What follows belongs to an exercise in optimizing a design on an open flow for small area and a short achievable clock period; a production flow would make more cautious choices.
In this exercise RTL edits were held to simulation tests only and were not proved equivalent to the original.
Power figures rest on the tool's default switching activity, not on a simulated workload.

File: design/flow/run.sh
#!/bin/bash
# synth_recipe.tcl (not shown) runs the flow's synth.tcl, then flattens the netlist and writes it again
# the make line also repeats each setting of config.mk as NAME=value (left out here)
make -C /OpenROAD-flow-scripts/flow DESIGN_CONFIG=/design/flow/config.mk WORK_HOME=/design/flow/orfs CLKGATE_MAP_FILE= SYNTH_SCRIPT=/design/flow/synth_recipe.tcl finish
File: design/flow/config.mk
export PLATFORM = sky130hd
export DESIGN_NAME = fifo
export DESIGN_NICKNAME = fifo
export VERILOG_FILES = /design/flow/design.v
export SDC_FILE = /design/flow/constraint.sdc
export NUM_CORES = 4
export LEC_CHECK = 0
export CAP_MARGIN = 20
export CORE_MARGIN = 2
export CORE_UTILIZATION = 40
export PLACE_DENSITY = 0.5
export SETUP_SLACK_MARGIN = 0.2
export SLEW_MARGIN = 20
File: design/flow/constraint.sdc
create_clock -name core_clock -period 4.5 [get_ports {clk_i}]
set_input_delay 0.9000 -clock core_clock [delete_from_list [all_inputs] [get_ports {clk_i}]]
set_output_delay 0.9000 -clock core_clock [all_outputs]
set_load 0.01 [all_outputs]
File: design/flow/design.v
module mem #(
  parameter int DWIDTH = 32,
  parameter int AWIDTH = 8
)(
  input  logic              clk_i,
  input  logic [DWIDTH-1:0] data_i,
  input  logic [AWIDTH-1:0] wr_addr_i,
  input  logic              wr_ena_i,
  input  logic [AWIDTH-1:0] rd_addr_i,
  output logic [DWIDTH-1:0] data_o
);
  localparam int DEPTH = 2 ** AWIDTH;
  (* ramstyle = "M10K" *)
  logic [DWIDTH-1:0] mem [DEPTH-1:0];
  always_ff @( posedge clk_i ) 
    begin
      if ( wr_ena_i )
        mem[wr_addr_i] <= data_i;
      data_o <= mem[rd_addr_i];
    end
endmodule
module fifo #(
  parameter int DWIDTH = 32,
  parameter int AWIDTH = 7,
  parameter bit SHOWAHEAD = 1,
  parameter int ALMOST_FULL_VALUE  = 2 ** AWIDTH - 3,
  parameter int ALMOST_EMPTY_VALUE = 3,
  parameter bit REGISTER_OUTPUT = 0
)(
  input  logic              clk_i,
  input  logic              srst_i,
  input  logic [DWIDTH-1:0] data_i,
  input  logic              wrreq_i,
  input  logic              rdreq_i,
  output logic [DWIDTH-1:0] q_o,
  output logic              empty_o,
  output logic              full_o,
  output logic [AWIDTH-1:0] usedw_o,
  output logic              almost_full_o,
  output logic              almost_empty_o
);
  localparam PTR_W = AWIDTH + 1;
  logic              full_o_next;
  logic              empty_o_next;
  logic              almost_full_o_next;
  logic              almost_empty_o_next;
  logic              hold_last_q;
  logic [AWIDTH-1:0] usedw_next;
  logic [PTR_W-1:0]  wr_idx;
  logic [PTR_W-1:0]  rd_idx;
  logic [PTR_W-1:0]  wr_idx_next;
  logic [PTR_W-1:0]  rd_idx_next;
  logic [PTR_W-1:0]  mem_rd_idx;
  mem #(
    .DWIDTH    ( DWIDTH                 ),
    .AWIDTH    ( AWIDTH                 )
  ) mem (
    .clk_i     ( clk_i                  ),
    .data_i    ( data_i                 ),
    .wr_addr_i ( wr_idx[AWIDTH-1:0]     ),
    .wr_ena_i  ( wrreq_i                ),
    .rd_addr_i ( mem_rd_idx[AWIDTH-1:0] ),
    .data_o    ( q_o                    )
  );
  assign wr_idx_next = wr_idx + ( (wrreq_i && !full_o)  ? PTR_W'(1) : PTR_W'(0) );
  assign rd_idx_next = rd_idx + ( (rdreq_i && !empty_o) ? PTR_W'(1) : PTR_W'(0) );
  assign full_o_next  = ( rd_idx_next[AWIDTH-1:0] == wr_idx_next[AWIDTH-1:0] ) &&
                        ( rd_idx_next[PTR_W-1]    != wr_idx_next[PTR_W-1]   );
  assign empty_o_next = ( rd_idx_next == wr_idx );
  assign almost_full_o_next  = ( usedw_next >= ALMOST_FULL_VALUE )  || full_o_next;
  assign almost_empty_o_next = ( usedw_next <  ALMOST_EMPTY_VALUE ) && !full_o_next;
  always_ff @( posedge clk_i )
    begin
      if( srst_i )
        wr_idx <= '0;
      else
        wr_idx <= wr_idx_next;
    end
  always_ff @( posedge clk_i )
    begin
      if( srst_i )
        rd_idx <= '0;
      else
        rd_idx <= rd_idx_next;
    end
  always_comb
    begin
      if ( usedw_o == 1 && rdreq_i )
        mem_rd_idx = rd_idx;
      else if ( hold_last_q )
        mem_rd_idx = rd_idx - PTR_W'(1);
      else 
        mem_rd_idx = rd_idx_next;
    end
  always_ff @( posedge clk_i )
    begin
      if( srst_i )
        hold_last_q <= 1'b0;
      else
        if( ( usedw_o == 1 ) && ( rdreq_i ) && ( !wrreq_i ) )
          hold_last_q <= 1'b1;
        else if ( wrreq_i )
          hold_last_q <= 1'b0;
    end
  always_ff @( posedge clk_i )
    begin
      if( srst_i )
        usedw_o <= '0;
      else
        case ( { wrreq_i, rdreq_i } )
          2'b10: 
            begin
              if ( !full_o )
                usedw_o <= usedw_o + AWIDTH'(1);
            end
          2'b01:
            begin
              if( !empty_o )
                usedw_o <= usedw_o - AWIDTH'(1);
            end
          default: usedw_o <= usedw_o;
        endcase
    end
  always_comb
  begin
    usedw_next = usedw_o;
    case ( { wrreq_i, rdreq_i } )
      2'b10:   usedw_next = usedw_o + AWIDTH'(1);
      2'b01:   usedw_next = usedw_o - AWIDTH'(1);
      default: usedw_next = usedw_o;
    endcase
  end
  always_ff @( posedge clk_i )
    begin
      almost_full_o    <= almost_full_o_next;
      almost_empty_o   <= almost_empty_o_next;
      full_o           <= full_o_next;
      empty_o          <= empty_o_next;
    end
endmodule
==> summary.md <==
| Metric | Value |
|---|---|
| Max-Slew Margin vs Limit | 23.19% |
| Fin cells | 17,610 |
| Max FO, Critical Path | 15 |
| Initial antenna violation count | 63 |
| Share of layout cells above drive strength 1 | 20.50% |
| Post-DP HPWL | 387,600 um |
| CP max-delay cell | a221oi_1 |
| Clock Latency Late Sink | 1.01 ns |
| VDD IR max | 0.3572 mV |
| Max-cap violations | 0 |
| Power Density | 545.1 mW/mm^2 |
| Seq/Total Area, Yosys | 75.96% |
| Pre-Repair DR Iteration Count | 6 |
| Dpl cells | 16,770 |
| Reg clk slew, reported paths | 0.06 ns |
| Finished Cell Area | 0.1967 mm^2 |
| Vias | 106,000 |
| Synth cell types | 89 |
| Clock share of power | 33.0% |
| Final Hold Viols | 0 |
| Final wirelength | 618,700 um |
| Drt first-iter violations | 15,640 |
| Cells after Synth | 10,640 |
| FF+latch count, synth | 4,156 |
| Synth-to-layout area growth | 20.32% |
| Most used cell, CP | buf_4 |
| Post-Syn Area | 0.1635 mm^2 |
| Mapped Nets | 10,690 |
| Syn Area/Cell | 15.36 um^2 |
| Net count, final | 11,850 |
| Vias in the first global route | 101,300 |
| I/O pin cnt | 79 |
| Worst Setup End Kind | register |
| # rows | 234 |
| Synth top area share | 75.22% |
| I/O Buffers | 78 |
| Max clock buf depth | 4 |
| Final setup vio count | 0 |
| H-Tree Depth | 5 |
| Die footprint | 0.4139 mm^2 |
| Global route total overflow | 0 |
| Clock skew | 0.05461 ns |
| CP Class | register to register |
| Crit path launch type | register |
| Hold crit path type | input pin to register |
| Synth warn | 2 |
| Area contributors post-synth | edfxtp_1 (75%), nand2_1 (5.3%), mux4_2 (3.7%) |
| Height of the die | 643.4 um |
| Clock sink count | 4,156 |
| CTS Hold Bufs | 0 |
| DP Area | 0.1824 mm^2 |
| Layout fillers | 34,500 |
| Logic pwr share | 26.6% |
| Initial core utilization | 40.21% |
| CP arrival | 5.09 ns |
| Synth area leader | edfxtp_1 |
| Max Fclk | 234.9 MHz |
| Placer congestion estimate | 0.9039 |
| Top_reg_cell synth | edfxtp_1 |
| CP Data Required Time | 5.33 ns |
| Unrepaired setup endpoints after global routing | no |
| Internal power | 0.07368 W |
| Worst slew pin tran | 1.152 ns |
| Leak pwr | 65.51 nW |
| DRC Markers | 0 |
| FF/Latch Area | 0.1242 mm^2 |
| Util after Layout | 48.38% |
| Status | no timing/DRC/antenna violations |
| Root Buffer | clkbuf_16 |
| Chip Width | 643.4 um |
| First-pass GRT wire length | 843,500 um |
| Largest net degree at the start of global routing | 129 |
| Largest stage delay on the critical path | 0.61 ns |
| Sequential share of power | 40.4% |
| Sw power | 0.03357 W |
| Minimum clock period | 4.257 ns |
| Hold Slack | 0.2948 ns |
| FFs w/ async S/R, synth | 0% |
| Net Sw Frac | 31.30% |
| GRT Overall Usage | 29.28% |
| Area of the multi-input gates | 0.03689 mm^2 |
| Worst path top cell family by delay | compound AO/OA/AOI/OAI gates |
| WP buf/inv | 5 |
| Post-DRT Antenna Nets | 0 |
| Via density | 6.021 |
| Post-synth EDFFs | 4,096 |
| TritonCTS clock tree | done |
| Pins over their slew limit | 0 |
| Drt wl/cell | 35.14 um |
| Core area | 0.4067 mm^2 |
| Crit-path cells | inv_1, ha_1, nand4bb_4, or4_4, buf_12, and2_4, buf_4, buf_4, a211oi_1, a311oi_1, a31oi_1, o21ai_0, buf_4, a221oi_1, a22oi_1 |
| Total CTS buffers | 441 |
| Fin crit share | 94.59% |
==> worst paths after layout <==
kind         slack (ns)  depth (start not counted)        from              end
max                0.24                         15  usedw_o[1]   mem.data_o[15]
min                0.29                          1  data_i[15]  mem.mem[80][15]
max reg2reg        0.24                         15  usedw_o[1]   mem.data_o[15]
min reg2reg        0.53                          2   rd_idx[7]        rd_idx[7]
==> kinds of logic (layout without fill, tap and decap cells) <==
kind of cell / Yosys count / after routing / synth area share (%)
other: 0 / 27 / 0
DFF: 4156 / 4156 / 75.96
muxes: 515 / 515 / 5.222
AOI/OAI and AO/OA: 1460 / 1460 / 6.229
buffers and inverters: 735 / 2244 / 2.404
xor gates and xnor gates: 37 / 37 / 0.2074
adders and majority gates: 10 / 10 / 0.07652
and+or+nand+nor: 3730 / 3730 / 9.904
==> state kept, by name, indices dropped and copies added (netlist names) <==
register	count
almost_empty_o	1
full_o	1
rd_idx	8
mem.mem	4096
hold_last_q	1
almost_full_o	1
empty_o	1
usedw_o	7
wr_idx	8
mem.data_o	32
==> worst register-to-register path, stage by stage, from the launching register on <==
cell       delay [ns]
dfxtp_2          0.36
inv_1            0.11
ha_1             0.22
nand4bb_4        0.12
or4_4            0.56
buf_12           0.19
and2_4           0.30
buf_4            0.29
buf_4            0.25
a211oi_1         0.23
a311oi_1         0.08
a31oi_1          0.26
o21ai_0          0.15
buf_4            0.18
a221oi_1         0.61
a22oi_1          0.18
==> what timing repair did <==
item,in CTS,in global routing
resized for setup,28,25
endpoints found under the setup margin,26,31
hold endpoints to repair,0,0
pin swaps,3,5
setup buffers,8,9
==> Yosys cell counts, types with 24 or more instances <==
cell      instances
and3_1          296
buf_6            49
a31oi_1         275
buf_4            94
o21ai_0         110
buf_2           361
nand3_1         728
dfxtp_1          60
a311oi_1        134
a32oi_1         124
nand2_1        2310
nand4_1          44
nor3_1           53
clkbuf_1        186
buf_1            33
mux4_2          270
nor4_1           29
edfxtp_1       4096
nor2_1          197
a221oi_1         24
a22oi_1          71
a21oi_1         270
mux2i_1         241
a211oi_1        262
o22ai_1          42
==> placed cells by master (no fill, tap or decap), types with 11 or more instances in the layout <==
cell,n
nand4_1,44
and3_1,296
nor2b_1,14
nor4_1,24
nor3_1,38
nand2_1,2302
nand3_1,721
bufinv_16,33
clkinv_2,77
edfxtp_1,4096
o211ai_1,18
diode_2,27
a31oi_1,273
nor2_1,67
nor3_2,14
a221oi_1,22
dfxtp_1,58
buf_4,1073
o2111ai_1,22
o21ai_0,106
nor2_4,135
mux2i_1,241
a22oi_1,69
clkbuf_1,96
a32oi_1,124
o22ai_1,39
xor2_1,17
a21oi_1,263
a311oi_1,134
clkbuf_16,444
clkdlybuf4s50_1,45
clkinv_1,106
buf_12,314
clkinvlp_4,11
a2111oi_0,13
xnor2_1,14
a211oi_1,262
mux4_2,270
inv_1,12
==> layout make-up <==
type,count,share of cell area [%]
clock inverters,251,1.181
diodes,27,0.03434
inverters,12,0.02289
flip-flops and latches,4156,63.13
repair buffers,1439,7.584
clock buffers,542,5.845
well taps,5428,3.452
multi-input cells,5752,18.75
==> power by group through the flow <==
stage | Combinational [W] | Sequential (W) | Clock [W]
floorplan | 0.0145 | 0.0437 | 0
global placement | 0.0278 | 0.0442 | 0
detailed placement | 0.0279 | 0.0442 | 0
CTS | 0.0281 | 0.0434 | 0.0358
global route | 0.0300 | 0.0433 | 0.0371
finish | 0.0285 | 0.0434 | 0.0354
==> routing by layer <==
layer	part of all wire [%]	vias to the layer above	track usage, %
li1	-	43640	-
met1	40	55500	40.59
met2	45	5847	45.62
met3	9.6	1010	5.191
met4	4.9	20	12.40
met5	0.019	-	0
==> metrics by stage <==
step,power (W),setup slack [ns],setup TNS [ns]
global route,0.1104,0.1875,0
finish,0.1072,0.2433,0
global placement,0.07200,-2.187,-35.55
detailed placement,0.07211,-1.437,-32.31
floorplan,0.05820,0.3307,0
CTS,0.1073,0.1457,0

==> what the ideal ports hide <==
Ports are ideal in the flow. The routed layout listed here was re-timed in OpenROAD.
Step 1 (the two cells are an assumption about what drives the block):
set clk [get_ports {clk_i}]
set_driving_cell -lib_cell sky130_fd_sc_hd__clkbuf_16 $clk
set_driving_cell -lib_cell sky130_fd_sc_hd__buf_2 [delete_from_list [all_inputs] $clk]
Step 2, shift: input delay + t, output delay - t, t = (earliest + latest rising clock arrival at the registers) / 2. This alone moves slack from input paths to output paths.
Three values: ideal ports, drivers, drivers and shift; two values: the first two.
shift t [ns]: 1.100
slack for setup (ns): 0.243 / 0.243 / -0.520
worst slew at a driven data input, ns: 0.12
cell pins on the clock port's net: 1
With both steps, setup timing fails in this run, where it was met with ideal ports. For this run, drivers alone change the setup slack by 0.000 ns; drivers and shift together by -0.763 ns.
